Optimization exercise on an open flow, not production practice.
RTL: at most simulated, not proved equivalent.
The clock port is an ideal driver here.
Power: default activity.

[design/flow/flow/run.sh]
#!/bin/bash
# Layout flow: the standard ORFS flow (standard.sh) with the I/O port
# buffers made the smallest buffer, sky130_fd_sc_hd__buf_1, and a clock tree
# without dummy loads.
set -euo pipefail
cd "$(dirname "$0")/.."
export BUFFER_PORTS_ARGS="-buffer_cell sky130_fd_sc_hd__buf_1"
export CTS_ARGS="-sink_clustering_enable -repair_clock_nets -dont_use_dummy_load -sink_clustering_size 24 -buf_list sky130_fd_sc_hd__clkbuf_8"
bash standard.sh > orfs_make.log 2>&1
[design/flow/standard.sh]
#!/bin/bash
# synth_recipe.tcl (not shown) runs the flow's synth.tcl, then flattens the netlist and writes it again
# the make line also repeats each setting of config.mk as NAME=value (left out here)
make -C /OpenROAD-flow-scripts/flow DESIGN_CONFIG=/design/flow/config.mk WORK_HOME=/design/flow/orfs CLKGATE_MAP_FILE= SYNTH_SCRIPT=/design/flow/synth_recipe.tcl "${@:-finish}"
[design/flow/config.mk]
export PLATFORM = sky130hd
export DESIGN_NAME = alu128_top
export DESIGN_NICKNAME = alu128_top
export VERILOG_FILES = /design/flow/design.v
export SDC_FILE = /design/flow/constraint.sdc
export NUM_CORES = 8
export LEC_CHECK = 0
export CAP_MARGIN = 20
export CORE_MARGIN = 2
export CORE_UTILIZATION = 40
export SLEW_MARGIN = 20
export SYNTH_HIERARCHICAL = 1
[design/flow/constraint.sdc]
create_clock -name core_clock -period 80.0 [get_ports {clk}]
set_input_delay 16.0000 -clock core_clock [delete_from_list [all_inputs] [get_ports {clk}]]
set_output_delay 16.0000 -clock core_clock [all_outputs]
set_load 0.01 [all_outputs]
[design/flow/design.v]
`timescale 1ns / 1ps
module alu128_top(
    input  logic         clk,
    input  logic [127:0] op1,
    input  logic [127:0] op2,
    input  logic [2:0]   opsel,
    input  logic         mode,
    output logic [127:0] result
    );
    logic [127:0] op1_q;
    logic [127:0] op2_q;
    logic [2:0]   opsel_q;
    logic         mode_q;
    logic [127:0] result_d;
    always_ff @(posedge clk) begin
        op1_q   <= op1;
        op2_q   <= op2;
        opsel_q <= opsel;
        mode_q  <= mode;
        result  <= result_d;
    end
    midterm128bit ALU (
        .op1(op1_q),
        .op2(op2_q),
        .opsel(opsel_q),
        .mode(mode_q),
        .result(result_d)
    );
endmodule

module complementer(input A, output Y);
    assign Y = ~A;
endmodule
module mux2to1(input logic A, input logic B, input logic sel, output Y);
    assign Y = sel ? B : A;
endmodule
module fulladder(input logic thing_a, thing_b, thing_cin, output logic arith_result, arith_Cout);
    assign arith_result = thing_a ^ thing_b ^ thing_cin;
    assign arith_Cout = (thing_a & thing_b) | (thing_cin & (thing_a ^ thing_b));
endmodule
module alu_mux2i(input logic s, input logic a0, input logic a1, output logic y);
    assign y = ~(s ? a1 : a0);
endmodule
module alu_xnor2(input logic a, input logic b, output logic y);
    assign y = ~(a ^ b);
endmodule
module alu_nand2(input logic a, input logic b, output logic y);
    assign y = ~(a & b);
endmodule
module alu_nor2(input logic a, input logic b, output logic y);
    assign y = ~(a | b);
endmodule
module alu_o22ai(input logic a1, input logic a2, input logic b1, input logic b2, output logic y);
    assign y = ~((a1 | a2) & (b1 | b2));
endmodule
module midterm1bit(
    input  logic a, b, cin, y0n, y1n, kp, kpn, kgn, kc,
    output logic r, cout, pk, gn
    );
    logic y, pn, x, u, vn;
    alu_mux2i ys(.s(b), .a0(y0n), .a1(y1n), .y(y));           
    alu_xnor2 pp(.a(a), .b(y), .y(pn));                        
    alu_nand2 gg(.a(a), .b(y), .y(gn));                        
    alu_nor2  pq(.a(pn), .b(kpn), .y(pk));                     
    alu_nand2 cx(.a(pk), .b(cin), .y(x));                      
    alu_nand2 co(.a(x), .b(gn), .y(cout));                     
    alu_o22ai uu(.a1(pn), .a2(kpn), .b1(gn), .b2(kgn), .y(u));  
    alu_nand2 vv(.a(cin), .b(kc), .y(vn));                     
    alu_xnor2 rs(.a(u), .b(vn), .y(r));                        
endmodule
module alu_carry(input logic pk, input logic gn, input logic c, output logic cout);
    logic x;
    alu_nand2 cx(.a(pk), .b(c), .y(x));
    alu_nand2 co(.a(x), .b(gn), .y(cout));
endmodule
module alu_inv(input logic a, output logic y);
    assign y = ~a;
endmodule
module alu_skip(input logic z, input logic allp, input logic c, output logic cout);
    assign cout = z | (allp & c);
endmodule
module alu_and_reduce #(parameter int N = 2) (input logic [N-1:0] a, output logic y);
    assign y = &a;
endmodule
module alu_ctrl(
    input  logic [2:0] opsel,
    input  logic       mode,
    output logic       y0n, y1n, cin, kp, kpn, kgn, kc
    );
    logic kg;
    always_comb begin
        kp = 1'b1; kg = 1'b0; kc = 1'b1; cin = 1'b0;
        y0n = 1'b1; y1n = 1'b0;
        if (!mode) begin
            case (opsel)
                3'b001: begin y0n = 1'b0; y1n = 1'b1; end                     
                3'b011: begin y0n = 1'b0; y1n = 1'b1; cin = 1'b1; end         
                3'b010, 3'b100: begin y0n = 1'b1; y1n = 1'b1; end             
                3'b101: begin y0n = 1'b0; y1n = 1'b0; end                     
                default: ;                                                     
            endcase
        end else begin
            kc = 1'b0;
            case (opsel)
                3'b000: begin kp = 1'b0; kg = 1'b1; end                       
                3'b001: kg = 1'b1;                                             
                3'b010: ;                                                      
                3'b011: begin y0n = 1'b0; y1n = 1'b0; end                     
                default: begin kp = 1'b0; kc = 1'b1; y0n = 1'b0; y1n = 1'b0; end  
            endcase
        end
    end
    assign kpn = ~kp;
    assign kgn = ~kg;
endmodule
module midterm128bit(
    input  logic [127:0] op1,
    input  logic [127:0] op2,
    input  logic [2:0]   opsel,
    input  logic         mode,
    output logic [127:0] result
    );
    localparam int NF = 16;
    logic [1:0] y0n, y1n, cin, kp, kpn, kgn, kc;
    for (genvar j = 0; j < 2; j++) begin : ctl
        alu_ctrl C(.opsel(opsel), .mode(mode), .y0n(y0n[j]), .y1n(y1n[j]), .cin(cin[j]),
                   .kp(kp[j]), .kpn(kpn[j]), .kgn(kgn[j]), .kc(kc[j]));
    end
    localparam int SK = 50, SE = 78;
    logic [128:0] c;    
    logic [127:0] pk, gn;
    logic allp, cs;
    assign c[0] = cin[0];
    genvar i;
    for (i = 0; i < 128; i++) begin : bit_
        logic ci;
        if (i == SE) begin : sk
            assign ci = cs;
        end else begin : rp
            assign ci = c[i];
        end
        localparam int H = (i < NF) ? 0 : 1;
        midterm1bit M(
            .a(op1[i]), .b(op2[i]), .cin(ci), .y0n(y0n[H]), .y1n(y1n[H]),
            .kp(kp[H]), .kpn(kpn[H]), .kgn(kgn[H]), .kc(kc[H]), .r(result[i]), .cout(c[i+1]),
            .pk(pk[i]), .gn(gn[i]));
    end
    logic [SE:SK+1] z;
    alu_inv z0(.a(gn[SK]), .y(z[SK+1]));
    for (i = SK + 1; i < SE; i++) begin : zc
        alu_carry zk(.pk(pk[i]), .gn(gn[i]), .c(z[i]), .cout(z[i+1]));
    end
    alu_and_reduce #(.N(SE - SK)) ap(.a(pk[SE-1:SK]), .y(allp));
    alu_skip sk(.z(z[SE]), .allp(allp), .c(c[SK]), .cout(cs));
endmodule
==> results of run 1 <==
-- layout make-up --
cell class	count	area share, %
Multi-Input combinational cell	1233	39.8
Timing Repair Buffer	398	8.63
Tap cell	468	3.25
Inverter	1	0.0208
Antenna cell	10	0.139
Sequential cell	388	43.1
Clock buffer	67	5.11
-- flip-flops by register name, indices dropped and copies added (netlist names) --
name,flops
mode_q,1
result,128
opsel_q,3
op1_q,128
op2_q,128
-- per-layer routing --
layer	track usage (%)	routed length (um)	vias to the layer above	part of all wire (%)
met3	5.32	2750	90	7.0
met4	10.5	1460	2	3.7
li1	-	-	6273	-
met5	0	12	-	0.031
met1	23.6	16300	5583	42
met2	33.7	18700	327	48
-- power breakdown --
part	leakage (nW)	switching, mW	internal [mW]
logic	3.88	0.0644	0.0445
registers	3.27	0.00926	0.219
clock network	0.482	0.0698	0.0737
-- stage by stage --
step                instance area, sq um  total power [mW]  util, %  worst slack [ns]
floorplan                          14900             0.307        -             60.88
global route                       18000             0.509     49.2             61.11
finish                             18000             0.481     49.3             62.85
CTS                                18000             0.488     49.2             62.79
global placement                   17100             0.340     46.7             63.47
detailed placement                 17100             0.342     46.7             63.47
-- cells in the final DEF (no fill, tap or decap) --
| cell | instances |
|---|---|
| nand2_1 | 563 |
| nor3_2 | 1 |
| or2_4 | 1 |
| buf_4 | 8 |
| or2_2 | 1 |
| inv_1 | 1 |
| nor2_1 | 131 |
| nor3_1 | 3 |
| a221oi_2 | 1 |
| buf_1 | 388 |
| and3b_1 | 2 |
| dfxtp_1 | 388 |
| a21o_1 | 1 |
| or4_1 | 1 |
| xnor2_1 | 256 |
| o21a_4 | 1 |
| nor3_4 | 1 |
| nand4_1 | 7 |
| clkbuf_8 | 67 |
| o22ai_1 | 128 |
| buf_12 | 2 |
| diode_2 | 10 |
| nand2b_1 | 1 |
| nor4_2 | 1 |
| mux2i_1 | 128 |
| a221oi_4 | 1 |
| o21a_1 | 3 |
| nand2b_4 | 1 |
-- worst paths after layout --
kind	from	to	depth (start not counted)
setup / recovery	result[103]$_DFF_P_	result[103]	1
hold / removal	op1_q[116]$_DFF_P_	result[116]$_DFF_P_	3
setup reg to reg	mode_q$_DFF_P_	result[127]$_DFF_P_	207
hold reg to reg	op1_q[116]$_DFF_P_	result[116]$_DFF_P_	3
==> flow_summary.yaml, run 1 <==
run_status:
  run_status: "no timing/DRC/antenna violations"
min_path:
  hp-class: "reg -> reg"
timing:
  grt_setup_unrepaired: "no"
  final-max-slew-violation-count: 0
  period_needed_ns: 17.15
  report.final.hold_viol_count: 0
  max_clock_freq_mhz: 58.3
  fin_worst_hold_slack_ns: 0.595
  worstMarginPinSlew_ns: 1.07
  final.period_utilization_pct: 21.4
  max-slew-margin-rel_pct: 28.9
  setup_viol_count_final: 0
  tns_ns: 0
  fin_skew_ns: 0.0544
route:
  first_iter_violations: 449
  detail_route.wl_per_cell_um: 15.3
  vias: 12300
  drc: 0
  viasPerCell: 4.79
  totalWireLength_um: 39200
  firstDrtPassIters: 4
  ant_nets: 0
final_layout:
  syn2layout_area_growth_pct: 21.0
  multiInputGateArea_sq_um: 7170
  finalNonFillerCells: 2565
  design.final.nets: 2350
  layout.area.seq_sq_um: 7770
  layout-drive-gt1-share_pct: 4.12
  num-fill-cells: 3573
cts:
  tritoncts: "yes"
  insertion_delay_ns: 0.61
  cts.root.buffer_cell: "clkbuf_8"
  cts_buffers: 67
  cts_setup_buffers: 0
  clk_path_buf_depth: 3
  clock_sinks: 388
  holdBufCountCts: 0
  clock_tree.htree_level_count: 3
  ctsResizeCount: 0
  cts_clock_pin_slew_for_the_worst_setup_and_hold_paths_ns: 0.06
setup_path:
  r2r_slack_ns: 64.30
  path_class: "reg -> out"
  critPathCaptureType: "output pin"
  timing.critical_path.cells: "buf_1"
  buffers_inverters_on_critical_path: 1
  worstPathRequired_ns: 64.00
  cp_top_family: "flip-flops"
  critPathLaunchType: "register"
  crit_slowest_cell: "dfxtp_1"
  maximum_single_stage_delay_on_the_critical_path_ns: 0.38
  crit_arrival_ns: 1.15
  timing.critical_path.fanout_max: 1
global_route:
  grt.overflow.total: 0
  pin_count_of_the_biggest_net_entering_global_routing: 135
  grt_pass1_wl_um: 61000
  globalRouteTotalUtil_pct: 20.1
  grt_pass1_vias: 12100
  grt_antenna_before_repair: 10
die:
  starting_density_of_the_core_pct: 40.7
  floorplan.rows: 70
  design.core.area_sq_um: 36600
  die_area_sq_um: 38800
  die_height_um: 197
  die_x_um: 197
  num_io_pins: 389
job:
  maxCapViolCount: 0
synthesis:
  synth_nets: 1883
  syn_avg_cell_area_sq_um: 9.19
  synthesis.yosys.warnings: 8
  post_synth_instance_area_sq_um: 14900
  syn_inst: 1622
placed_design:
  placed_instances: 2488
  port-buffer-count: 388
  hpwl_um: 26700
  routability_driven_placement_congestion_ratio: 0.799
pwr:
  power_leakage_nw: 7.64
  powerDensity_nw_per_um2: 26.7
  vdd_ir_drop_max_mv: 0.0147
==> inputs of run 2 (changes only) <==
==> design/flow/flow/run.sh (replaced) <==
#!/bin/bash
# Layout flow: the standard ORFS flow (standard.sh) with the I/O port
# buffers made the smallest buffer, sky130_fd_sc_hd__buf_1, and a clock tree
# without dummy loads.
set -euo pipefail
cd "$(dirname "$0")/.."
export BUFFER_PORTS_ARGS="-buffer_cell sky130_fd_sc_hd__buf_1"
export CTS_ARGS="-sink_clustering_enable -repair_clock_nets -dont_use_dummy_load -sink_clustering_size 30 -sink_clustering_max_diameter 60"
bash standard.sh > orfs_make.log 2>&1
==> run 2 against run 1 <==
Hold slack improved by 0.023 ns. Largest power group unchanged. Highest routed layer unchanged. Utilization decreased by 0.39 points. Final cell count decreased by 1.3%. Setup slack improved by 0.011 ns. Sequential cell count unchanged. Non-clock buffer count unchanged.
==> flow_summary.yaml, run 2 <==
final_layout:
  design.final.nets: 2314
  mostFrequentLayoutCell: "nand2_1"
  layout.cells.most_common_list: "nand2_1, buf_1, dfxtp_1"
  largestRegisters: "op1_q: 128 flops, op2_q: 128 flops, result: 128 flops"
  syn2layout_area_growth_pct: 20.1
  fin_area_sq_um: 17900
  layout-drive-gt1-share_pct: 2.44
pwr:
  comb_power_share_pct: 23.2
  share_clk_of_total_power_pct: 28.1
  power_switching_uw: 138
  switching_share_pct: 29.4
  cellInternalPower_uw: 331
  powerDensity_nw_per_um2: 26.2
  vdd_ir_drop_max_mv: 0.0176
  power_leakage_nw: 7.54
  seq_power_share_pct: 48.7
timing:
  worstMarginPinSlew_ns: 1.06
  report.final.hold_viol_count: 0
  final-max-slew-violation-count: 0
  fin_skew_ns: 0.0512
  setup_viol_count_final: 0
  max_clock_freq_mhz: 58.3
  final.period_utilization_pct: 21.4
  max-slew-margin-rel_pct: 29.5
  tns_ns: 0
  grt_setup_unrepaired: "no"
  period_needed_ns: 17.14
setup_path:
  critPathCaptureType: "output pin"
  worstPathRequired_ns: 64.00
  timing.critical_path.fanout_max: 1
  crit_slowest_cell: "dfxtp_1"
  cp_top_family: "flip-flops"
  buffers_inverters_on_critical_path: 1
  timing.critical_path.cells: "buf_1"
  path_class: "reg -> out"
  maximum_single_stage_delay_on_the_critical_path_ns: 0.37
  crit_cells: 1
  rr_worst_depth: 207
  crit_arrival_ns: 1.14
  critPathLaunchType: "register"
run_status:
  run_status: "no timing/DRC/antenna violations"
placed_design:
  port-buffer-count: 388
  postPlaceCellArea_sq_um: 17100
  routability_driven_placement_congestion_ratio: 0.799
  hpwl_um: 26700
route:
  viasPerCell: 4.80
  drc: 0
  detail_route.wl_per_cell_um: 15.2
  ant_nets: 0
  first_iter_violations: 465
  firstDrtPassIters: 5
  totalWireLength_um: 38600
  vias: 12100
cts:
  cts_setup_buffers: 0
  clk_path_buf_depth: 3
  clock_tree.htree_level_count: 1
  insertion_delay_ns: 0.59
  ctsResizeCount: 0
  holdBufCountCts: 0
  clock_sinks: 388
  cts_clock_pin_slew_for_the_worst_setup_and_hold_paths_ns: 0.08
  cts.root.buffer_cell: "clkbuf_16"
  cts_buffers: 31
  tritoncts: "yes"
min_path:
  hp-class: "reg -> reg"
  worst_hold_path.num_cells: 3
synthesis:
  synth_nets: 1883
  syn_avg_cell_area_sq_um: 9.19
  post_synth_instance_area_sq_um: 14900
  syn_inst: 1622
  synthesis.yosys.warnings: 8
global_route:
  grt_pass1_wl_um: 60200
  grt_pass1_vias: 11900
  grt_antenna_before_repair: 10
  grt.overflow.total: 0
  pin_count_of_the_biggest_net_entering_global_routing: 135
  globalRouteTotalUtil_pct: 19.5
die:
  die_area_sq_um: 38800
  die_height_um: 197
  die_x_um: 197
  design.core.area_sq_um: 36600
  num_io_pins: 389
  floorplan.rows: 70
  starting_density_of_the_core_pct: 40.7
job:
  maxCapViolCount: 0
-- run 2: changes by cell type in the layout (fill, tap and decap cells not counted) --
cell       change
clkbuf_8      -67
clkbuf_16     +31
diode_2        +2
-- run 2: final timing paths --
path                    endpoint                from  slack, ns
max                   result[70]  result[70]$_DFF_P_      62.86
min          result[127]$_DFF_P_  op1_q[127]$_DFF_P_       0.62
max reg2reg  result[127]$_DFF_P_      mode_q$_DFF_P_      64.30
min reg2reg  result[127]$_DFF_P_  op1_q[127]$_DFF_P_       0.62
-- run 2: layout make-up --
| class | count | area [sq um] |
|---|---|---|
| Multi-Input combinational cell | 1233 | 7170 |
| Clock buffer | 31 | 776 |
| Tap cell | 468 | 586 |
| Sequential cell | 388 | 7770 |
| Fill cell | 3568 | 18700 |
| Inverter | 1 | 3.75 |
| Timing Repair Buffer | 398 | 1560 |
| Antenna cell | 12 | 30.0 |
-- run 2: power by group through the flow --
stage | logic (mW) | registers, mW | clock network [mW]
floorplan | 0.0663 | 0.241 | 0
global placement | 0.108 | 0.232 | 0
detailed placement | 0.110 | 0.232 | 0
CTS | 0.110 | 0.228 | 0.136
global route | 0.122 | 0.230 | 0.143
finish | 0.109 | 0.228 | 0.132
-- run 2: routing by layer --
metal / global-route usage, % / vias to the layer above / wire [um]
li1: - / 6220 / -
met1: 23.7 / 5546 / 16100
met2: 33.4 / 311 / 18600
met3: 4.24 / 59 / 2700
met4: 8.24 / 2 / 1110
met5: 0 / - / 11
-- run 2: per-stage QoR --
step	cells	total power [mW]	hold WS [ns]	util, %	setup WS [ns]
finish	2531	0.469	0.618	48.9	62.86
global route	2526	0.495	0.656	48.8	61.02
CTS	2519	0.475	0.615	48.8	62.82
detailed placement	2488	0.342	0.596	46.7	63.47
global placement	2488	0.340	0.587	46.7	63.47
floorplan	1622	0.307	0.561	-	60.88
==> inputs of run 3 (changes only) <==
==> design/flow/flow/run.sh (replaced) <==
#!/bin/bash
# Layout flow: the standard ORFS flow (standard.sh) with the I/O port
# buffers made the smallest buffer, sky130_fd_sc_hd__buf_1, and a clock tree
# without dummy loads.
set -euo pipefail
cd "$(dirname "$0")/.."
export BUFFER_PORTS_ARGS="-buffer_cell sky130_fd_sc_hd__buf_1"
export CTS_ARGS="-sink_clustering_enable -repair_clock_nets -dont_use_dummy_load -sink_clustering_size 36 -sink_clustering_max_diameter 70"
bash standard.sh > orfs_make.log 2>&1
==> run 3 against run 2 <==
Utilization is 0.34 points lower. Maximum frequency is 0.32% higher. Clock skew is 0.021 ns higher. Still clean on timing, DRC and antenna. Highest routed layer unchanged.
==> flow_summary.yaml, run 3 <==
route:
  firstDrtPassIters: 4
  vias: 12100
  detail_route.wl_per_cell_um: 15.2
  totalWireLength_um: 38300
  drc: 0
  ant_nets: 0
  viasPerCell: 4.79
  first_iter_violations: 378
die:
  design.core.area_sq_um: 36600
  die_x_um: 197
  starting_density_of_the_core_pct: 40.7
  num_io_pins: 389
  die_height_um: 197
  die_area_sq_um: 38800
  floorplan.rows: 70
pwr:
  share_clk_of_total_power_pct: 26.0
  cellInternalPower_uw: 321
  power_leakage_nw: 7.48
  comb_power_share_pct: 23.9
  finalPower_uw: 455
  power_switching_uw: 135
  switching_share_pct: 29.6
  powerDensity_nw_per_um2: 25.6
  vdd_ir_drop_max_mv: 0.0165
  seq_power_share_pct: 50.1
synthesis:
  post_synth_instance_area_sq_um: 14900
  syn_avg_cell_area_sq_um: 9.19
  synthesis.yosys.warnings: 8
  synth_nets: 1883
  syn_inst: 1622
timing:
  fin_worst_hold_slack_ns: 0.593
  max-slew-margin-rel_pct: 29.7
  setup_viol_count_final: 0
  fin_skew_ns: 0.0718
  final.period_utilization_pct: 21.4
  grt_setup_unrepaired: "no"
  final-max-slew-violation-count: 0
  tns_ns: 0
  worstMarginPinSlew_ns: 1.05
  report.final.hold_viol_count: 0
  post-route-worst-setup-slack_ns: 62.92
  period_needed_ns: 17.08
  max_clock_freq_mhz: 58.5
cts:
  tritoncts: "yes"
  cts_clock_pin_slew_for_the_worst_setup_and_hold_paths_ns: 0.11
  cts.root.buffer_cell: "clkbuf_16"
  insertion_delay_ns: 0.58
  clock_sinks: 388
  clk_path_buf_depth: 3
  cts_buffers: 26
  clock_tree.htree_level_count: 1
  holdBufCountCts: 0
  cts_setup_buffers: 0
  ctsResizeCount: 0
placed_design:
  hpwl_um: 26700
  placed_instances: 2488
  dp_worst_setup_slack_ns: 63.47
  routability_driven_placement_congestion_ratio: 0.799
  port-buffer-count: 388
final_layout:
  largestRegisters: "op1_q: 128 flops, op2_q: 128 flops, result: 128 flops"
  design.final.nets: 2309
  mostFrequentLayoutCell: "nand2_1"
  num-fill-cells: 3583
  layout.cells.most_common_list: "nand2_1, buf_1, dfxtp_1"
  layout-drive-gt1-share_pct: 2.20
  syn2layout_area_growth_pct: 19.2
  finalNonFillerCells: 2526
setup_path:
  crit_arrival_ns: 1.08
  critPathCaptureType: "output pin"
  path_class: "reg -> out"
  rr_worst_depth: 207
  critPathLaunchType: "register"
  crit_cells: 1
  buffers_inverters_on_critical_path: 1
  worstPathRequired_ns: 64.00
  timing.critical_path.cells: "buf_1"
  cp_top_family: "flip-flops"
  timing.critical_path.fanout_max: 1
  crit_slowest_cell: "dfxtp_1"
  maximum_single_stage_delay_on_the_critical_path_ns: 0.37
global_route:
  grt_pass1_vias: 11800
  grt_pass1_wl_um: 59800
  globalRouteTotalUtil_pct: 19.3
  grt_antenna_before_repair: 12
  pin_count_of_the_biggest_net_entering_global_routing: 135
  grt.overflow.total: 0
min_path:
  hp-class: "reg -> reg"
  worst_hold_path.num_cells: 3
run_status:
  run_status: "no timing/DRC/antenna violations"
job:
  maxCapViolCount: 0
run 3: routing by layer:
metal,GRT usage [%],up-vias,share of wire [%]
li1,-,6206,-
met1,23.5,5513,42
met2,33.1,301,48
met3,4.07,68,6.4
met4,8.38,2,3.3
met5,0,-,0.029
run 3: area by class of cell:
type | instances | area, sq um | area share, %
antenna | 12 | 30.0 | 0.169
clock buffer | 26 | 651 | 3.66
inverter | 1 | 3.75 | 0.0211
multi-input combinational | 1233 | 7170 | 40.4
sequential | 388 | 7770 | 43.7
tap | 468 | 586 | 3.30
timing repair buffer | 398 | 1560 | 8.76
run 3: through the flow:
step | util, % | area, sq um
floorplan | - | 14900
global placement | 46.7 | 17100
detailed placement | 46.7 | 17100
CTS | 48.4 | 17700
global route | 48.5 | 17800
finish | 48.5 | 17800
run 3: worst paths after layout:
path / startpoint / endpoint / slack, ns
max reg2reg: mode_q$_DFF_P_ / result[127]$_DFF_P_ / 64.33
min: op1_q[83]$_DFF_P_ / result[83]$_DFF_P_ / 0.59
max: result[58]$_DFF_P_ / result[58] / 62.92
min reg2reg: op1_q[83]$_DFF_P_ / result[83]$_DFF_P_ / 0.59
run 3: power by group through the flow:
stage	Combinational, mW	Clock, mW	Sequential [mW]
6_report	0.109	0.119	0.228
3_5_place_dp	0.110	0	0.232
3_3_place_gp	0.108	0	0.232
2_1_floorplan	0.0663	0	0.241
5_1_grt	0.122	0.130	0.230
4_1_cts	0.110	0.123	0.228
==> inputs of run 4 (changes only) <==
--- a/design/flow/design.v
+++ b/design/flow/design.v
@@ -126,7 +126,7 @@
         alu_ctrl C(.opsel(opsel), .mode(mode), .y0n(y0n[j]), .y1n(y1n[j]), .cin(cin[j]),
                    .kp(kp[j]), .kpn(kpn[j]), .kgn(kgn[j]), .kc(kc[j]));
     end
-    localparam int SK = 50, SE = 78;
+    localparam int SK = 52, SE = 76;
     logic [128:0] c;    
     logic [127:0] pk, gn;
     logic allp, cs;
==> design/flow/flow/run.sh (replaced) <==
#!/bin/bash
# Layout flow: the standard ORFS flow (standard.sh) with the I/O port
# buffers made the smallest buffer, sky130_fd_sc_hd__buf_1, and a clock tree
# without dummy loads.
set -euo pipefail
cd "$(dirname "$0")/.."
export BUFFER_PORTS_ARGS="-buffer_cell sky130_fd_sc_hd__buf_1"
export CTS_ARGS="-sink_clustering_enable -repair_clock_nets -dont_use_dummy_load -sink_clustering_size 24"
bash standard.sh > orfs_make.log 2>&1
==> run 4 against run 3 <==
Combinational power barely moved. Sequential share of layout area fell by 0.80 points. Largest cell class unchanged. Largest power group unchanged. Final cell count rose by 0.24%. Critical path depth did not move. Still clean on timing, DRC and antenna. Register-to-register slack got worse by 0.92 ns. Clock skew fell by 0.038 ns. Critical endpoint is now result[83]. Global-route usage barely moved.
==> flow_summary.yaml, run 4 <==
run_status:
  run_status: "no timing/DRC/antenna violations"
route:
  detail_route.wl_per_cell_um: 15.1
  first_iter_violations: 507
  drc: 0
  vias: 12300
  totalWireLength_um: 38300
  viasPerCell: 4.85
  ant_nets: 0
  firstDrtPassIters: 5
final_layout:
  layout.area.seq_sq_um: 7770
  design.final.nets: 2318
  largestRegisters: "op1_q: 128 flops, op2_q: 128 flops, result: 128 flops"
  num-fill-cells: 3443
  postLayoutCoreUtil_pct: 49.4
  mostFrequentLayoutCell: "nand2_1"
  multiInputGateArea_sq_um: 7120
  layout.cells.most_common_list: "nand2_1, buf_1, dfxtp_1"
  syn2layout_area_growth_pct: 21.8
  layout-drive-gt1-share_pct: 3.02
timing:
  period_needed_ns: 17.03
  max-slew-margin-rel_pct: 29.5
  tns_ns: 0
  grt_setup_unrepaired: "no"
  max_clock_freq_mhz: 58.7
  report.final.hold_viol_count: 0
  final-max-slew-violation-count: 0
  final.period_utilization_pct: 21.3
  fin_skew_ns: 0.0336
  setup_viol_count_final: 0
  worstMarginPinSlew_ns: 1.06
synthesis:
  syn_inst: 1613
  synth_nets: 1874
  syn_avg_cell_area_sq_um: 9.21
  post_synth_instance_area_sq_um: 14900
  synthesis.yosys.warnings: 8
cts:
  clock_sinks: 388
  cts_setup_buffers: 0
  insertion_delay_ns: 0.55
  tritoncts: "yes"
  holdBufCountCts: 0
  ctsResizeCount: 0
  cts_buffers: 42
  cts.root.buffer_cell: "clkbuf_16"
  clk_path_buf_depth: 3
  cts_clock_pin_slew_for_the_worst_setup_and_hold_paths_ns: 0.06
  clock_tree.htree_level_count: 2
setup_path:
  maximum_single_stage_delay_on_the_critical_path_ns: 0.33
  cp_top_family: "flip-flops"
  buffers_inverters_on_critical_path: 1
  critPathCaptureType: "output pin"
  timing.critical_path.cells: "buf_1"
  crit_slowest_cell: "dfxtp_1"
  critPathLaunchType: "register"
  timing.critical_path.fanout_max: 1
  crit_arrival_ns: 1.03
  path_class: "reg -> out"
  worstPathRequired_ns: 64.00
global_route:
  globalRouteTotalUtil_pct: 19.3
  grt_antenna_before_repair: 10
  pin_count_of_the_biggest_net_entering_global_routing: 84
  grt.overflow.total: 0
  grt_pass1_vias: 11800
  grt_pass1_wl_um: 59200
pwr:
  powerDensity_nw_per_um2: 27.5
  power_leakage_nw: 7.65
  vdd_ir_drop_max_mv: 0.0173
die:
  num_io_pins: 389
  die_height_um: 197
  design.core.area_sq_um: 36600
  floorplan.rows: 70
  die_x_um: 197
  starting_density_of_the_core_pct: 40.6
  die_area_sq_um: 38700
job:
  maxCapViolCount: 0
min_path:
  hp-class: "reg -> reg"
placed_design:
  hpwl_um: 26900
  port-buffer-count: 388
  routability_driven_placement_congestion_ratio: 0.831
[run 4: routing by layer]
layer  GRT usage (%)  vias to the layer above  share of wire (%)
met3            3.87                       87                6.5
met2            30.9                      391                 46
met1            24.4                     5593                 44
met4            10.7                        2                3.9
met5               0                        -              0.024
li1                -                     6201                  -
[run 4: path summary, 6_finish.rpt]
kind	startpoint	end	slack (ns)	cells past startpoint
worst max-delay path	result[83]$_DFF_P_	result[83]	62.97	1
worst max register to register	opsel_q[2]$_DFF_P_	result[127]$_DFF_P_	63.41	215
worst min register to register	op1_q[127]$_DFF_P_	result[127]$_DFF_P_	0.61	3
worst min-delay path	op1_q[127]$_DFF_P_	result[127]$_DFF_P_	0.61	3
[run 4: worst reg2reg max path: cells and delay by family (launching register included)]
family	cells	cell delay (ns)
AO/OA/AOI/OAI	2	0.60
XOR/XNOR	2	0.33
buffers and inverters	1	0.25
flip-flops	1	0.63
multiplexers	1	0.10
AND/OR/NAND/NOR	209	14.53
[run 4: stage by stage]
stage               hold WS (ns)  power, mW  cell area (sq um)  instances  setup slack (ns)
CTS                        0.609      0.504              18100       2523             62.93
finish                     0.608      0.498              18100       2532             62.97
global placement           0.589      0.340              17000       2479             63.12
global route               0.645      0.525              18100       2531             60.20
detailed placement         0.588      0.342              17000       2481             63.32
floorplan                  0.561      0.307              14900       1613             60.33
[run 4: power breakdown]
part           leakage (nW)  internal, mW  switching [mW]
clock                 0.518        0.0918          0.0689
sequential             3.27         0.219         0.00887
combinational          3.86        0.0442          0.0651
total                  7.65         0.355           0.143
[run 4: final cells by class]
cell class                      instances  share of cell area (%)
Tap cell                              468                    3.24
Clock buffer                           42                    5.81
Timing Repair Buffer                  400                    8.54
Sequential cell                       388                    42.9
Inverter                                1                  0.0207
Multi-Input combinational cell       1224                    39.4
Antenna cell                            9                   0.124
==> inputs of run 5 (changes only) <==
--- a/design/flow/design.v
+++ b/design/flow/design.v
@@ -126,7 +126,7 @@
         alu_ctrl C(.opsel(opsel), .mode(mode), .y0n(y0n[j]), .y1n(y1n[j]), .cin(cin[j]),
                    .kp(kp[j]), .kpn(kpn[j]), .kgn(kgn[j]), .kc(kc[j]));
     end
-    localparam int SK = 52, SE = 76;
+    localparam int SK = 50, SE = 78;
     logic [128:0] c;    
     logic [127:0] pk, gn;
     logic allp, cs;
==> design/flow/flow/run.sh (replaced) <==
#!/bin/bash
# Layout flow: the standard ORFS flow (standard.sh) with the I/O port
# buffers made the smallest buffer, sky130_fd_sc_hd__buf_1, and a clock tree
# without dummy loads.
set -euo pipefail
cd "$(dirname "$0")/.."
export BUFFER_PORTS_ARGS="-buffer_cell sky130_fd_sc_hd__buf_1"
export CTS_ARGS="-sink_clustering_enable -repair_clock_nets -dont_use_dummy_load -sink_clustering_size 32 -sink_clustering_max_diameter 80"
bash standard.sh > orfs_make.log 2>&1
==> run 5 against run 4 <==
Register-to-register slack better by 0.90 ns. Global-route usage hardly changed. Synthesized area is 0.26% higher. Via count is 1.3% lower. Sequential power hardly changed. Total power is 11% lower. Clock skew is 0.030 ns higher. Critical path type unchanged. Critical endpoint is now result[103]. Largest power group unchanged.
==> flow_summary.yaml, run 5 <==
placed_design:
  hpwl_um: 26700
  routability_driven_placement_congestion_ratio: 0.799
  port-buffer-count: 388
die:
  die_height_um: 197
  die_area_sq_um: 38800
  floorplan.rows: 70
  num_io_pins: 389
  design.core.area_sq_um: 36600
  starting_density_of_the_core_pct: 40.7
  die_x_um: 197
global_route:
  grt_pass1_vias: 11800
  grt_antenna_before_repair: 8
  grt.overflow.total: 0
  grt_pass1_wl_um: 59900
  globalRouteTotalUtil_pct: 19.3
  pin_count_of_the_biggest_net_entering_global_routing: 135
setup_path:
  cp_top_family: "flip-flops"
  worstPathRequired_ns: 64.00
  critPathCaptureType: "output pin"
  timing.critical_path.fanout_max: 1
  critPathLaunchType: "register"
  maximum_single_stage_delay_on_the_critical_path_ns: 0.38
  crit_arrival_ns: 1.08
  timing.critical_path.cells: "buf_1"
  path_class: "reg -> out"
  buffers_inverters_on_critical_path: 1
  crit_slowest_cell: "dfxtp_1"
cts:
  clk_path_buf_depth: 3
  cts.root.buffer_cell: "clkbuf_16"
  clock_tree.htree_level_count: 1
  insertion_delay_ns: 0.57
  holdBufCountCts: 0
  clock_sinks: 388
  cts_buffers: 22
  ctsResizeCount: 0
  cts_clock_pin_slew_for_the_worst_setup_and_hold_paths_ns: 0.12
  tritoncts: "yes"
  cts_setup_buffers: 0
timing:
  max_clock_freq_mhz: 58.5
  final.period_utilization_pct: 21.4
  period_needed_ns: 17.08
  report.final.hold_viol_count: 0
  final-max-slew-violation-count: 0
  grt_setup_unrepaired: "no"
  worstMarginPinSlew_ns: 1.07
  max-slew-margin-rel_pct: 28.7
  fin_skew_ns: 0.0631
  setup_viol_count_final: 0
  tns_ns: 0
final_layout:
  layout-drive-gt1-share_pct: 2.01
  layout.cells.most_common_list: "nand2_1, buf_1, dfxtp_1"
  design.final.nets: 2305
  largestRegisters: "op1_q: 128 flops, op2_q: 128 flops, result: 128 flops"
  syn2layout_area_growth_pct: 18.5
  mostFrequentLayoutCell: "nand2_1"
route:
  totalWireLength_um: 38400
  firstDrtPassIters: 4
  drc: 0
  ant_nets: 0
  viasPerCell: 4.81
  detail_route.wl_per_cell_um: 15.3
  vias: 12100
  first_iter_violations: 401
pwr:
  switching_share_pct: 29.9
  comb_power_share_pct: 24.4
  share_clk_of_total_power_pct: 24.4
  vdd_ir_drop_max_mv: 0.0175
  cellInternalPower_uw: 312
  finalPower_uw: 446
  power_switching_uw: 133
  power_leakage_nw: 7.43
  seq_power_share_pct: 51.1
  powerDensity_nw_per_um2: 25.2
min_path:
  hp-class: "reg -> reg"
job:
  maxCapViolCount: 0
synthesis:
  synthesis.yosys.warnings: 8
  syn_inst: 1622
  post_synth_instance_area_sq_um: 14900
  synth_nets: 1883
  syn_avg_cell_area_sq_um: 9.19
run_status:
  run_status: "no timing/DRC/antenna violations"
==> run 5: cell type report <==
type	instances	area, sq um
Fill cell	3596	19000
Antenna cell	9	22.5
Timing Repair Buffer	398	1560
Tap cell	468	586
Sequential cell	388	7770
Clock buffer	22	551
Multi-Input combinational cell	1233	7170
Inverter	1	3.75
==> run 5: path summary, 6_finish.rpt <==
check | startpoint | end | slack (ns) | cells past startpoint
max | result[103]$_DFF_P_ | result[103] | 62.92 | 1
min | op1_q[39]$_DFF_P_ | result[39]$_DFF_P_ | 0.60 | 3
max reg2reg | mode_q$_DFF_P_ | result[127]$_DFF_P_ | 64.31 | 207
min reg2reg | op1_q[39]$_DFF_P_ | result[39]$_DFF_P_ | 0.60 | 3
==> run 5: power groups by stage <==
stage / combinational [mW] / sequential (mW) / clock, mW
after CTS: 0.110 / 0.228 / 0.114
after floorplan: 0.0663 / 0.241 / 0
final: 0.109 / 0.228 / 0.109
after global routing: 0.122 / 0.230 / 0.119
after detailed placement: 0.110 / 0.232 / 0
after global placement: 0.108 / 0.232 / 0
==> run 5: stage by stage <==
stage | setup WS (ns) | hold WS (ns) | std cells | instance area [sq um] | utilization, %
6_report | 62.92 | 0.596 | 2519 | 17700 | 48.2
5_1_grt | 61.10 | 0.633 | 2515 | 17600 | 48.2
4_1_cts | 62.88 | 0.601 | 2510 | 17600 | 48.2
3_5_place_dp | 63.47 | 0.596 | 2488 | 17100 | 46.7
3_3_place_gp | 63.47 | 0.587 | 2488 | 17100 | 46.7
2_1_floorplan | 60.88 | 0.561 | 1622 | 14900 | -
==> run 5: per-layer routing <==
metal	global-route usage (%)	wire (um)	share of wire [%]
met2	33.9	18600	48
met3	4.31	2550	6.6
met5	0	11	0.029
met1	23.4	16100	42
met4	6.54	1120	2.9
==> inputs of run 6 (changes only) <==
--- a/design/flow/config.mk
+++ b/design/flow/config.mk
@@ -7,6 +7,7 @@
 export LEC_CHECK = 0
 export CAP_MARGIN = 20
 export CORE_MARGIN = 2
-export CORE_UTILIZATION = 40
+export CORE_UTILIZATION = 50
+export PLACE_DENSITY = 0.65
 export SLEW_MARGIN = 20
 export SYNTH_HIERARCHICAL = 1
==> run 6 against run 5 <==
Sequential share of layout area grew 0.62 points. Combinational power hardly changed. Setup slack improved by 0.034 ns. Die area is 20% lower. Sequential power about the same. Critical endpoint is now result[98]. Highest routed layer unchanged.
==> flow_summary.yaml, run 6 <==
global_route:
  pin_count_of_the_biggest_net_entering_global_routing: 164
  grt.overflow.total: 0
  grt_antenna_before_repair: 7
  grt_pass1_vias: 11400
  grt_pass1_wl_um: 55900
  globalRouteTotalUtil_pct: 22.4
setup_path:
  crit_slowest_cell: "dfxtp_1"
  crit_arrival_ns: 1.05
  maximum_single_stage_delay_on_the_critical_path_ns: 0.36
  buffers_inverters_on_critical_path: 1
  worstPathRequired_ns: 64.00
  timing.critical_path.fanout_max: 1
  timing.critical_path.cells: "buf_1"
  cp_top_family: "flip-flops"
  critPathCaptureType: "output pin"
  critPathLaunchType: "register"
  path_class: "reg -> out"
final_layout:
  largestRegisters: "op1_q: 128 flops, op2_q: 128 flops, result: 128 flops"
  num-fill-cells: 2695
  design.final.nets: 2300
  syn2layout_area_growth_pct: 16.9
  mostFrequentLayoutCell: "nand2_1"
  layout.cells.most_common_list: "nand2_1, buf_1, dfxtp_1"
  layout-drive-gt1-share_pct: 1.77
  fin_area_sq_um: 17400
cts:
  cts.root.buffer_cell: "clkbuf_16"
  cts_setup_buffers: 0
  clock_tree.htree_level_count: 1
  holdBufCountCts: 0
  ctsResizeCount: 0
  insertion_delay_ns: 0.53
  tritoncts: "yes"
  cts_buffers: 17
  cts_clock_pin_slew_for_the_worst_setup_and_hold_paths_ns: 0.11
  clk_path_buf_depth: 3
  clock_sinks: 388
die:
  design.core.area_sq_um: 29500
  starting_density_of_the_core_pct: 50.5
  die_area_sq_um: 31200
  num_io_pins: 389
  floorplan.rows: 63
  die_x_um: 177
  die_height_um: 177
timing:
  worstMarginPinSlew_ns: 0.940
  period_needed_ns: 17.05
  fin_skew_ns: 0.0389
  grt_setup_unrepaired: "no"
  max_clock_freq_mhz: 58.7
  report.final.hold_viol_count: 0
  max-slew-margin-rel_pct: 37.0
  setup_viol_count_final: 0
  tns_ns: 0
  post-route-worst-setup-slack_ns: 62.95
  final.period_utilization_pct: 21.3
  final-max-slew-violation-count: 0
placed_design:
  routability_driven_placement_congestion_ratio: 0.797
  dp_worst_setup_slack_ns: 63.48
  postPlaceCellArea_sq_um: 17000
  hpwl_um: 25700
  port-buffer-count: 388
route:
  firstDrtPassIters: 5
  ant_nets: 0
  totalWireLength_um: 36700
  first_iter_violations: 727
  drc: 0
  detail_route.wl_per_cell_um: 15.1
  vias: 12200
  viasPerCell: 5.02
synthesis:
  synthesis.yosys.warnings: 8
  syn_inst: 1622
  synth_nets: 1883
  syn_avg_cell_area_sq_um: 9.19
  post_synth_instance_area_sq_um: 14900
job:
  maxCapViolCount: 0
min_path:
  hp-class: "reg -> reg"
run_status:
  run_status: "no timing/DRC/antenna violations"
pwr:
  powerDensity_nw_per_um2: 24.7
  power_leakage_nw: 7.36
  vdd_ir_drop_max_mv: 0.0213
## run 6: worst paths after layout
path                         endpoint  slack (ns)  depth (start not counted)               start
setup / recovery           result[98]       62.95                          1  result[98]$_DFF_P_
hold / removal    result[127]$_DFF_P_        0.61                          3  op1_q[127]$_DFF_P_
setup reg to reg  result[127]$_DFF_P_       64.24                        207      mode_q$_DFF_P_
hold reg to reg   result[127]$_DFF_P_        0.61                          3  op1_q[127]$_DFF_P_
## run 6: metrics by stage
stage | power, mW | utilization (%) | hold WS (ns) | cells
2_1_floorplan | 0.307 | - | 0.561 | 1622
6_report | 0.431 | 59.1 | 0.609 | 2434
3_3_place_gp | 0.339 | 57.6 | 0.590 | 2410
5_1_grt | 0.455 | 59.0 | 0.658 | 2430
4_1_cts | 0.435 | 59.0 | 0.611 | 2427
3_5_place_dp | 0.341 | 57.6 | 0.595 | 2410
## run 6: per-layer routing
layer / track usage (%) / wire (um) / share of wire (%)
met1: 27.1 / 15100 / 41
met2: 39.2 / 17800 / 49
met3: 4.38 / 2510 / 6.8
met4: 8.44 / 1260 / 3.4
met5: 0 / 53 / 0.14
## run 6: power by group
group | internal [mW] | switching (mW) | leakage, nW
Clock | 0.0385 | 0.0557 | 0.210
Combinational | 0.0443 | 0.0635 | 3.88
Sequential | 0.219 | 0.00979 | 3.27
## run 6: final cells by class
class	instances	area [sq um]	area share, %
Multi-Input combinational cell	1233	7170	41.2
Antenna cell	7	17.5	0.101
Timing Repair Buffer	398	1540	8.87
Tap cell	390	488	2.80
Inverter	1	3.75	0.0216
Sequential cell	388	7770	44.6
Clock buffer	17	425	2.44
==> inputs of run 7 (changes only) <==
--- a/design/flow/config.mk
+++ b/design/flow/config.mk
@@ -7,7 +7,7 @@
 export LEC_CHECK = 0
 export CAP_MARGIN = 20
 export CORE_MARGIN = 2
-export CORE_UTILIZATION = 50
-export PLACE_DENSITY = 0.65
+export CORE_UTILIZATION = 60
+export PLACE_DENSITY = 0.7
 export SLEW_MARGIN = 20
 export SYNTH_HIERARCHICAL = 1
==> run 7 against run 6 <==
Still clean. Setup slack lost 0.011 ns. Non-clock buffer count unchanged. Clock power decreased by 2%. Clock skew shrank 0.0092 ns.
==> flow_summary.yaml, run 7 <==
cts:
  cts.root.buffer_cell: "clkbuf_16"
  cts_setup_buffers: 0
  holdBufCountCts: 0
  cts_buffers: 16
  insertion_delay_ns: 0.52
  clock_tree.htree_level_count: 1
  clk_path_buf_depth: 3
  tritoncts: "yes"
  cts_clock_pin_slew_for_the_worst_setup_and_hold_paths_ns: 0.11
  ctsResizeCount: 0
  clock_sinks: 388
pwr:
  finalPower_uw: 429
  power_leakage_nw: 7.35
  powerDensity_nw_per_um2: 24.8
  vdd_ir_drop_max_mv: 0.0215
die:
  die_height_um: 162
  num_io_pins: 389
  die_area_sq_um: 26100
  die_x_um: 162
  starting_density_of_the_core_pct: 61.3
  floorplan.rows: 57
  design.core.area_sq_um: 24300
route:
  route.met3.wl_um: 2530
  dr.max_layer_used: "met5"
  totalWireLength_um: 36800
  vias: 12300
  drc: 0
  firstDrtPassIters: 5
  dr_wl_met2_um: 17800
  met1_length_um: 15200
  detail_route.wl_per_cell_um: 15.5
  ant_nets: 0
  first_iter_violations: 704
  viasPerCell: 5.16
final_layout:
  layout.cells.most_common_list: "nand2_1, buf_1, dfxtp_1"
  postLayoutCoreUtil_pct: 71.2
  syn2layout_area_growth_pct: 16.3
  design.final.nets: 2299
  mostFrequentLayoutCell: "nand2_1"
  layout-drive-gt1-share_pct: 1.67
  largestRegisters: "op1_q: 128 flops, op2_q: 128 flops, result: 128 flops"
timing:
  fin_skew_ns: 0.0297
  worstMarginPinSlew_ns: 1.14
  final.period_utilization_pct: 21.3
  max_clock_freq_mhz: 58.6
  final-max-slew-violation-count: 0
  setup_viol_count_final: 0
  max-slew-margin-rel_pct: 23.7
  period_needed_ns: 17.06
  report.final.hold_viol_count: 0
  grt_setup_unrepaired: "no"
  tns_ns: 0
global_route:
  grt_pass1_vias: 11400
  grt_pass1_wl_um: 56400
  grt_antenna_before_repair: 14
  pin_count_of_the_biggest_net_entering_global_routing: 170
  globalRouteTotalUtil_pct: 26.9
  grt.overflow.total: 0
placed_design:
  port-buffer-count: 388
  hpwl_um: 25800
  routability_driven_placement_congestion_ratio: 0.830
synthesis:
  post_synth_instance_area_sq_um: 14900
  syn_inst: 1622
  synthesis.yosys.warnings: 8
  syn_avg_cell_area_sq_um: 9.19
  synth_nets: 1883
setup_path:
  timing.critical_path.fanout_max: 1
  worstPathRequired_ns: 64.00
  crit_slowest_cell: "dfxtp_1"
  crit_arrival_ns: 1.06
  critPathLaunchType: "register"
  buffers_inverters_on_critical_path: 1
  path_class: "reg -> out"
  critPathCaptureType: "output pin"
  timing.critical_path.cells: "buf_1"
  maximum_single_stage_delay_on_the_critical_path_ns: 0.39
  cp_top_family: "flip-flops"
run_status:
  run_status: "no timing/DRC/antenna violations"
min_path:
  hp-class: "reg -> reg"
job:
  maxCapViolCount: 0
==> run 7: metal layers <==
layer | global-route usage, % | vias up
li1 | - | 6198
met1 | 32.9 | 5626
met2 | 46.3 | 378
met3 | 5.47 | 65
met4 | 11.4 | 2
met5 | 0 | -
==> run 7: worst paths after layout <==
path	startpoint	slack (ns)	cells after the start	endpoint
max reg2reg	mode_q$_DFF_P_	64.10	207	result[127]$_DFF_P_
min	op1_q[17]$_DFF_P_	0.63	3	result[17]$_DFF_P_
min reg2reg	op1_q[17]$_DFF_P_	0.63	3	result[17]$_DFF_P_
max	result[72]$_DFF_P_	62.94	1	result[72]
==> run 7: worst reg2reg max path, delay by kind of cell, from the launching register on <==
family	cells	cell delay (ns)
AOI/OAI and AO/OA	2	0.42
xor gates and xnor gates	2	0.35
buffers and inverters	1	0.26
DFF	1	0.68
muxes	1	0.15
and+or+nand+nor	201	13.91
==> run 7: stage by stage <==
| step | hold WS, ns | setup slack, ns | instance area, sq um | instances |
|---|---|---|---|---|
| after floorplan | 0.561 | 60.88 | 14900 | 1622 |
| after global placement | 0.595 | 63.48 | 16900 | 2344 |
| after detailed placement | 0.607 | 63.48 | 16900 | 2344 |
| after CTS | 0.631 | 62.93 | 17300 | 2360 |
| after global routing | 0.661 | 61.60 | 17300 | 2369 |
| final | 0.631 | 62.94 | 17300 | 2376 |
==> run 7: power by group <==
| part | switching (mW) | leakage (nW) | internal, mW |
|---|---|---|---|
| clock | 0.0558 | 0.197 | 0.0364 |
| sequential | 0.00976 | 3.27 | 0.219 |
| combinational | 0.0641 | 3.88 | 0.0443 |
==> run 7: area by class of cell <==
type                       count  area, sq um
antenna                       16         40.0
multi-input combinational   1233         7160
fill                        2015         7000
inverter                       1         3.75
timing repair buffer         398         1540
tap                          324          405
sequential                   388         7770
clock buffer                  16          400
==> inputs of run 8 (changes only) <==
==> design/flow/flow/run.sh (replaced) <==
#!/bin/bash
# Layout flow: the standard ORFS flow (standard.sh) with
#  - the I/O port buffers made the smallest buffer, sky130_fd_sc_hd__buf_1;
#  - a clock tree of larger clusters and without dummy loads;
#  - after clock tree synthesis, the tree's root buffer taken out when it
#    drives only a few clock buffers, so that the clock port drives them.
set -euo pipefail
cd "$(dirname "$0")/.."
export BUFFER_PORTS_ARGS="-buffer_cell sky130_fd_sc_hd__buf_1"
export CTS_ARGS="-sink_clustering_enable -repair_clock_nets -dont_use_dummy_load -sink_clustering_size 20 -sink_clustering_max_diameter 60 -root_buf sky130_fd_sc_hd__clkbuf_16 -buf_list sky130_fd_sc_hd__clkbuf_8"
export POST_CTS_TCL="$PWD/flow/clock_root.tcl"
bash standard.sh > orfs_make.log 2>&1
==> design/flow/flow/clock_root.tcl (new file) <==
proc remove_clock_root {} {
  set block [ord::get_db_block]
  set clk_net [$block findNet clk]
  set loads {}
  foreach it [$clk_net getITerms] {
    if {[$it isInputSignal]} { lappend loads [$it getInst] }
  }
  if {[llength $loads] != 1} { puts "remove_clock_root: clock port has [llength $loads] loads, left as is"; return }
  set root [lindex $loads 0]
  if {![string match "*clkbuf*" [[$root getMaster] getName]]} { return }
  set rnet [[$root findITerm X] getNet]
  set below {}
  foreach it [$rnet getITerms] {
    if {[$it isInputSignal]} { lappend below $it }
  }
  if {[llength $below] > 4} { puts "remove_clock_root: root drives [llength $below] cells, left as is"; return }
  foreach it $below {
    if {![string match "*clkbuf*" [[[$it getInst] getMaster] getName]]} { puts "remove_clock_root: root drives a non-buffer, left as is"; return }
  }
  foreach it $below { $it disconnect; $it connect $clk_net }
  [$root findITerm A] disconnect
  [$root findITerm X] disconnect
  odb::dbInst_destroy $root
  odb::dbNet_destroy $rnet
  puts "remove_clock_root: clock port now drives [llength $below] clock buffers"
}
remove_clock_root
==> run 8 against run 7 <==
Sequential power hardly changed. Global-route usage is 0.064 points higher. Die area stayed put. Design area is 0.16% higher. Clock power hardly changed. Critical endpoint unchanged. Still clean. Final cell count is 0.46% higher. Highest routed layer unchanged. Clock skew is 0.036 ns higher. Wire length is 0.21% lower. Critical path depth stayed put.
==> flow_summary.yaml, run 8 <==
run_status:
  run_status: "no timing/DRC/antenna violations"
die:
  die_x_um: 162
  die_area_sq_um: 26100
  design.core.area_sq_um: 24300
  die_height_um: 162
  floorplan.rows: 57
  starting_density_of_the_core_pct: 61.3
  num_io_pins: 389
placed_design:
  port-buffer-count: 388
  postPlaceCellArea_sq_um: 16900
  routability_driven_placement_congestion_ratio: 0.830
  hpwl_um: 25800
setup_path:
  maximum_single_stage_delay_on_the_critical_path_ns: 0.38
  path_class: "reg -> out"
  timing.critical_path.cells: "buf_1"
  crit_slowest_cell: "dfxtp_1"
  worstPathRequired_ns: 64.00
  cp_top_family: "flip-flops"
  critPathLaunchType: "register"
  critPathCaptureType: "output pin"
  timing.critical_path.fanout_max: 1
  crit_arrival_ns: 0.94
  buffers_inverters_on_critical_path: 1
global_route:
  pin_count_of_the_biggest_net_entering_global_routing: 170
  grt_antenna_before_repair: 13
  globalRouteTotalUtil_pct: 27.0
  grt_pass1_wl_um: 56500
  grt_pass1_vias: 11500
  grt.overflow.total: 0
route:
  totalWireLength_um: 36700
  first_iter_violations: 801
  detail_route.wl_per_cell_um: 15.4
  ant_nets: 0
  firstDrtPassIters: 5
  vias: 12400
  drc: 0
  viasPerCell: 5.19
timing:
  period_needed_ns: 16.94
  setup_viol_count_final: 0
  grt_setup_unrepaired: "no"
  tns_ns: 0
  max-slew-margin-rel_pct: 24.6
  final-max-slew-violation-count: 0
  report.final.hold_viol_count: 0
  worstMarginPinSlew_ns: 1.13
  fin_skew_ns: 0.0660
  final.period_utilization_pct: 21.2
  max_clock_freq_mhz: 59.0
pwr:
  vdd_ir_drop_max_mv: 0.0182
  comb_power_share_pct: 25.2
  powerDensity_nw_per_um2: 24.7
  share_clk_of_total_power_pct: 21.5
  seq_power_share_pct: 53.3
  power_switching_uw: 130
  power_leakage_nw: 7.38
  switching_share_pct: 30.3
  cellInternalPower_uw: 299
synthesis:
  syn_inst: 1622
  post_synth_instance_area_sq_um: 14900
  synth_nets: 1883
  syn_avg_cell_area_sq_um: 9.19
  synthesis.yosys.warnings: 8
final_layout:
  mostFrequentLayoutCell: "nand2_1"
  fin_area_sq_um: 17400
  syn2layout_area_growth_pct: 16.5
  layout.cells.most_common_list: "nand2_1, buf_1, dfxtp_1"
  design.final.nets: 2313
  largestRegisters: "op1_q: 128 flops, op2_q: 128 flops, result: 128 flops"
  layout-drive-gt1-share_pct: 2.34
  num-fill-cells: 2012
job:
  maxCapViolCount: 0
cts:
  cts_clock_pin_slew_for_the_worst_setup_and_hold_paths_ns: 0.11
  insertion_delay_ns: 0.41
  clock_sinks: 388
min_path:
  hp-class: "reg -> reg"
==> run 8: power by group through the flow <==
stage          logic (mW)  clock network [mW]  registers [mW]
2_1_floorplan      0.0663                   0           0.241
3_3_place_gp        0.106                   0           0.232
3_5_place_dp        0.108                   0           0.233
5_1_grt             0.119               0.103           0.231
6_report            0.108              0.0923           0.229
==> run 8: worst paths after layout <==
| path | end | from | slack, ns | cells past startpoint |
|---|---|---|---|---|
| worst max-delay path | result[72] | result[72]$_DFF_P_ | 63.06 | 1 |
| worst max register to register | result[127]$_DFF_P_ | opsel_q[2]$_DFF_P_ | 64.09 | 207 |
| worst min register to register | result[127]$_DFF_P_ | op1_q[127]$_DFF_P_ | 0.61 | 3 |
| worst min-delay path | result[127]$_DFF_P_ | op1_q[127]$_DFF_P_ | 0.61 | 3 |
==> run 8: cell type report <==
type	count	area (sq um)	share of cell area, %
clock buffer	30	435	2.51
inverter	1	3.75	0.0216
multi-input combinational	1233	7160	41.3
tap	324	405	2.34
sequential	388	7770	44.8
antenna	13	32.5	0.187
timing repair buffer	398	1540	8.90
==> run 8: per-layer routing <==
layer  part of all wire (%)  GRT usage, %  vias up
met2                     48          46.1      413
met1                     41          33.0     5664
met3                    7.5          5.80       85
met5                  0.038             0        -
li1                       -             -     6213
met4                    3.9          11.6        2
==> run 8: metrics by stage <==
| step | cells | setup WS (ns) | hold slack [ns] | util, % | power [mW] |
|---|---|---|---|---|---|
| final | 2387 | 63.06 | 0.605 | 71.3 | 0.429 |
| after global routing | 2381 | 61.62 | 0.636 | 71.3 | 0.453 |
| after detailed placement | 2344 | 63.48 | 0.607 | 69.4 | 0.341 |
| after global placement | 2344 | 63.48 | 0.595 | 69.4 | 0.338 |
| after floorplan | 1622 | 60.88 | 0.561 | - | 0.307 |
==> inputs of run 9 (changes only) <==
--- a/design/flow/flow/run.sh
+++ b/design/flow/flow/run.sh
@@ -7,6 +7,6 @@
 set -euo pipefail
 cd "$(dirname "$0")/.."
 export BUFFER_PORTS_ARGS="-buffer_cell sky130_fd_sc_hd__buf_1"
-export CTS_ARGS="-sink_clustering_enable -repair_clock_nets -dont_use_dummy_load -sink_clustering_size 20 -sink_clustering_max_diameter 60 -root_buf sky130_fd_sc_hd__clkbuf_16 -buf_list sky130_fd_sc_hd__clkbuf_8"
+export CTS_ARGS="-sink_clustering_enable -repair_clock_nets -dont_use_dummy_load -sink_clustering_size 32 -sink_clustering_max_diameter 80"
 export POST_CTS_TCL="$PWD/flow/clock_root.tcl"
 bash standard.sh > orfs_make.log 2>&1
--- a/design/flow/config.mk
+++ b/design/flow/config.mk
@@ -7,7 +7,7 @@
 export LEC_CHECK = 0
 export CAP_MARGIN = 20
 export CORE_MARGIN = 2
-export CORE_UTILIZATION = 60
-export PLACE_DENSITY = 0.7
+export CORE_UTILIZATION = 72
+export PLACE_DENSITY = 0.8
 export SLEW_MARGIN = 20
 export SYNTH_HIERARCHICAL = 1
==> run 9 against run 8 <==
Sequential cell count unchanged. Sequential power about the same. Total power decreased by 0.15%. Wire length increased by 5.0%. Critical path type unchanged. Clock power decreased by 3.8%. Hold slack improved by 0.019 ns. Die area decreased by 16%. Highest routed layer unchanged. Via count increased by 2.5%. Still clean on timing, DRC and antenna. Clock skew decreased by 0.0029 ns. First-iteration DRC count increased by 3.6%.
==> flow_summary.yaml, run 9 <==
run_status:
  run_status: "no timing/DRC/antenna violations"
final_layout:
  syn2layout_area_growth_pct: 15.4
  design.final.nets: 2298
  num-fill-cells: 1186
  layout-drive-gt1-share_pct: 1.62
  layout.cells.most_common_list: "nand2_1, buf_1, dfxtp_1"
  fin_area_sq_um: 17200
  mostFrequentLayoutCell: "nand2_1"
  finalNonFillerCells: 2309
  postLayoutCoreUtil_pct: 84.7
  largestRegisters: "op1_q: 128 flops, op2_q: 128 flops, result: 128 flops"
setup_path:
  cp_top_family: "flip-flops"
  crit_arrival_ns: 0.93
  timing.critical_path.to: "result[98]"
  crit_slowest_cell: "dfxtp_1"
  critPathCaptureType: "output pin"
  timing.rr.end: "result[127]$_DFF_P_"
  r2r_slack_ns: 63.72
  critical_r2r_launch: "mode_q$_DFF_P_"
  worstPathRequired_ns: 64.00
  buffers_inverters_on_critical_path: 1
  path_class: "reg -> out"
  critPathLaunchType: "register"
  cp-startpoint: "result[98]$_DFF_P_"
  timing.critical_path.cells: "buf_1"
  rr_worst_depth: 207
  timing.critical_path.fanout_max: 1
  maximum_single_stage_delay_on_the_critical_path_ns: 0.37
  crit_cells: 1
route:
  totalWireLength_um: 38500
  detail_route.wl_per_cell_um: 16.7
  first_iter_violations: 830
  viasPerCell: 5.50
  vias: 12700
  firstDrtPassIters: 6
  drc: 0
  ant_nets: 0
synthesis:
  syn_avg_cell_area_sq_um: 9.19
  syn_inst: 1622
  post_synth_instance_area_sq_um: 14900
  synth_nets: 1883
  synthesis.yosys.warnings: 8
timing:
  max-slew-margin-rel_pct: 35.1
  setup_viol_count_final: 0
  max_clock_freq_mhz: 59.1
  tns_ns: 0
  worstMarginPinSlew_ns: 0.973
  report.final.hold_viol_count: 0
  final-max-slew-violation-count: 0
  grt_setup_unrepaired: "no"
  fin_skew_ns: 0.0631
  final.period_utilization_pct: 21.2
  period_needed_ns: 16.93
cts:
  clock_sinks: 388
  insertion_delay_ns: 0.40
  cts_clock_pin_slew_for_the_worst_setup_and_hold_paths_ns: 0.12
placed_design:
  routability_driven_placement_congestion_ratio: 0.857
  placed_instances: 2290
  hpwl_um: 27000
  port-buffer-count: 388
  postPlaceCellArea_sq_um: 16800
die:
  die_x_um: 148
  floorplan.rows: 52
  die_area_sq_um: 21900
  design.core.area_sq_um: 20300
  num_io_pins: 389
  die_height_um: 148
  starting_density_of_the_core_pct: 73.4
pwr:
  powerDensity_nw_per_um2: 24.9
  share_clk_of_total_power_pct: 20.7
  finalPower_uw: 428
  vdd_ir_drop_max_mv: 0.0260
  cellInternalPower_uw: 297
  seq_power_share_pct: 53.3
  power_switching_uw: 131
  comb_power_share_pct: 25.9
  switching_share_pct: 30.6
  power_leakage_nw: 7.33
min_path:
  worst_hold_path.num_cells: 3
  hp-class: "reg -> reg"
global_route:
  grt_pass1_wl_um: 59700
  globalRouteTotalUtil_pct: 33.9
  grt_antenna_before_repair: 8
  grt.overflow.total: 0
  grt_pass1_vias: 12300
  pin_count_of_the_biggest_net_entering_global_routing: 172
job:
  maxCapViolCount: 0
run 9: worst reg2reg max path, delay by kind of cell, from the launching register on:
kind / cells / cell delay [ns]
buffers and inverters: 1 / 0.26
DFF: 1 / 0.67
xor gates and xnor gates: 2 / 0.42
and+or+nand+nor: 201 / 14.29
muxes: 1 / 0.15
AOI/OAI and AO/OA: 2 / 0.40
run 9: layout make-up:
class,instances,area (sq um),share of cell area [%]
sequential,388,7770,45.2
multi-input combinational,1233,7160,41.6
timing repair buffer,398,1540,8.98
clock buffer,15,375,2.18
tap,270,338,1.96
antenna,4,10.0,0.0582
inverter,1,3.75,0.0218
run 9: per-stage QoR:
| step | hold WS [ns] | worst slack (ns) |
|---|---|---|
| 2_1_floorplan | 0.561 | 60.88 |
| 6_report | 0.625 | 63.07 |
| 3_3_place_gp | 0.590 | 63.49 |
| 5_1_grt | 0.686 | 61.51 |
| 3_5_place_dp | 0.615 | 63.49 |
run 9: power by group through the flow:
stage / Clock, mW / Combinational [mW] / Sequential (mW)
after floorplan: 0 / 0.0663 / 0.241
after global placement: 0 / 0.105 / 0.232
after detailed placement: 0 / 0.109 / 0.233
after global routing: 0.0960 / 0.121 / 0.231
final: 0.0888 / 0.111 / 0.229
run 9: how the worst min path moves through the flow:
| stage | from | endpoint | slack, ns |
|---|---|---|---|
| global route | op1_q[83]$_DFF_P_ | result[83]$_DFF_P_ | 0.69 |
| detailed placement | op1_q[44]$_DFF_P_ | result[44]$_DFF_P_ | 0.61 |
| global placement | op1_q[127]$_DFF_P_ | result[127]$_DFF_P_ | 0.59 |
| finish | op1_q[98]$_DFF_P_ | result[98]$_DFF_P_ | 0.62 |
| floorplan | op1_q[127]$_DFF_P_ | result[127]$_DFF_P_ | 0.56 |
run 9: layer usage:
| layer | track usage, % | up-vias | part of all wire [%] |
|---|---|---|---|
| met2 | 60.1 | 559 | 50 |
| met3 | 5.71 | 135 | 7.8 |
| met1 | 39.3 | 5819 | 37 |
| li1 | - | 6170 | - |
| met4 | 17.9 | 8 | 5.5 |
| met5 | 0 | - | 0.13 |
==> inputs of run 10 (changes only) <==
--- a/design/flow/config.mk
+++ b/design/flow/config.mk
@@ -6,8 +6,9 @@
 export NUM_CORES = 8
 export LEC_CHECK = 0
 export CAP_MARGIN = 20
+export CORE_ASPECT_RATIO = 0.5
 export CORE_MARGIN = 2
-export CORE_UTILIZATION = 72
-export PLACE_DENSITY = 0.8
+export CORE_UTILIZATION = 60
+export PLACE_DENSITY = 0.7
 export SLEW_MARGIN = 20
 export SYNTH_HIERARCHICAL = 1
==> run 10 against run 9 <==
Still clean on timing, DRC and antenna. Design area rose by 0.78%. Global-route usage down 6.5 points. Register-to-register slack gained 0.24 ns. Critical path depth unchanged. Non-clock buffer count increased by 3. Clock-buffer cell count stayed put. Clock skew grew 0.015 ns. Sequential power barely moved. Combinational power hardly changed. Wire length down 2.4%. Sequential cell count stayed put. Hold slack gained 0.0028 ns. Critical endpoint is now result[60]. Largest cell class unchanged.
==> flow_summary.yaml, run 10 <==
run_status:
  run_status: "no timing/DRC/antenna violations"
synthesis:
  synthesis.yosys.warnings: 8
  synth_nets: 1883
  syn_inst: 1622
  post_synth_instance_area_sq_um: 14900
  syn_avg_cell_area_sq_um: 9.19
route:
  viasPerCell: 5.25
  vias: 12500
  ant_nets: 0
  first_iter_violations: 803
  detail_route.wl_per_cell_um: 15.8
  firstDrtPassIters: 7
  totalWireLength_um: 37600
  drc: 0
setup_path:
  crit_slowest_cell: "dfxtp_1"
  r2r_slack_ns: 63.96
  timing.critical_path.fanout_max: 1
  timing.critical_path.cells: "buf_1"
  cp_top_family: "flip-flops"
  buffers_inverters_on_critical_path: 1
  worstPathRequired_ns: 64.00
  critPathLaunchType: "register"
  rr_worst_depth: 206
  maximum_single_stage_delay_on_the_critical_path_ns: 0.39
  crit_arrival_ns: 0.95
  timing.rr.end: "result[127]$_DFF_P_"
  critPathCaptureType: "output pin"
  path_class: "reg -> out"
final_layout:
  largestRegisters: "op1_q: 128 flops, op2_q: 128 flops, result: 128 flops"
  layout.cells.most_common_list: "nand2_1, buf_1, dfxtp_1"
  layout-drive-gt1-share_pct: 1.77
  mostFrequentLayoutCell: "nand2_1"
  design.final.nets: 2301
  fin_area_sq_um: 17300
  syn2layout_area_growth_pct: 16.3
  finalNonFillerCells: 2385
die:
  die_area_sq_um: 26200
  design.core.area_sq_um: 24200
  die_height_um: 115
  die_x_um: 227
  floorplan.rows: 40
  num_io_pins: 389
placed_design:
  port-buffer-count: 388
  routability_driven_placement_congestion_ratio: 0.911
  hpwl_um: 27200
min_path:
  hp-class: "reg -> reg"
  timing.hold.worst_endpoint: "result[127]$_DFF_P_"
  worst_hold_path.num_cells: 3
  hold_path_startpoint: "op1_q[127]$_DFF_P_"
global_route:
  grt.overflow.total: 0
  globalRouteTotalUtil_pct: 27.4
  grt_antenna_before_repair: 9
pwr:
  share_clk_of_total_power_pct: 20.9
  power_leakage_nw: 7.36
  cellInternalPower_uw: 297
  seq_power_share_pct: 53.6
  switching_share_pct: 30.5
  vdd_ir_drop_max_mv: 0.0201
  powerDensity_nw_per_um2: 24.7
  comb_power_share_pct: 25.5
timing:
  report.final.hold_viol_count: 0
  max-slew-margin-rel_pct: 26.3
  max_clock_freq_mhz: 59.0
  final-max-slew-violation-count: 0
  worstMarginPinSlew_ns: 1.11
  tns_ns: 0
  setup_viol_count_final: 0
  final.period_utilization_pct: 21.2
job:
  maxCapViolCount: 0
cts:
  cts_clock_pin_slew_for_the_worst_setup_and_hold_paths_ns: 0.12
  insertion_delay_ns: 0.39
-- run 10: how the worst max path moves through the flow --
| stage | start | endpoint | slack (ns) | depth (start not counted) |
|---|---|---|---|---|
| after detailed placement | result[60]$_DFF_P_ | result[60] | 63.48 | 1 |
| after global routing | opsel_q[2]$_DFF_P_ | result[127]$_DFF_P_ | 61.65 | 206 |
| final | result[60]$_DFF_P_ | result[60] | 63.05 | 1 |
| after global placement | result[75]$_DFF_P_ | result[75] | 63.48 | 1 |
| after floorplan | opsel_q[2]$_DFF_P_ | result[127]$_DFF_P_ | 60.88 | 174 |
-- run 10: per-stage QoR --
step | setup slack, ns | hold WS, ns | util, % | power, mW
floorplan | 60.88 | 0.561 | - | 0.307
global placement | 63.48 | 0.579 | 69.9 | 0.338
detailed placement | 63.48 | 0.600 | 69.9 | 0.342
global route | 61.65 | 0.665 | 71.6 | 0.449
finish | 63.05 | 0.628 | 71.7 | 0.428
-- run 10: final cells by class --
type                    count  area (sq um)
well taps                 336           420
clock buffers              15           375
diodes                     11          27.5
flip-flops and latches    388          7770
fillers                  1979          6840
repair buffers            401          1580
inverters                   1          3.75
multi-input cells        1233          7160
-- run 10: power groups by stage --
| stage | registers [mW] | clock network [mW] | logic, mW |
|---|---|---|---|
| floorplan | 0.241 | 0 | 0.0663 |
| global placement | 0.233 | 0 | 0.106 |
| detailed placement | 0.234 | 0 | 0.108 |
| global route | 0.231 | 0.0983 | 0.120 |
| finish | 0.229 | 0.0895 | 0.109 |
-- run 10: routing by layer --
| layer | share of wire (%) | global-route usage [%] | up-vias | wire [um] |
|---|---|---|---|---|
| met5 | 0.066 | 0 | - | 25 |
| met4 | 2.8 | 8.51 | 4 | 1070 |
| met3 | 6.6 | 5.58 | 71 | 2480 |
| met2 | 48 | 47.9 | 361 | 18200 |
| met1 | 42 | 34.5 | 5890 | 15800 |
| li1 | - | - | 6190 | - |
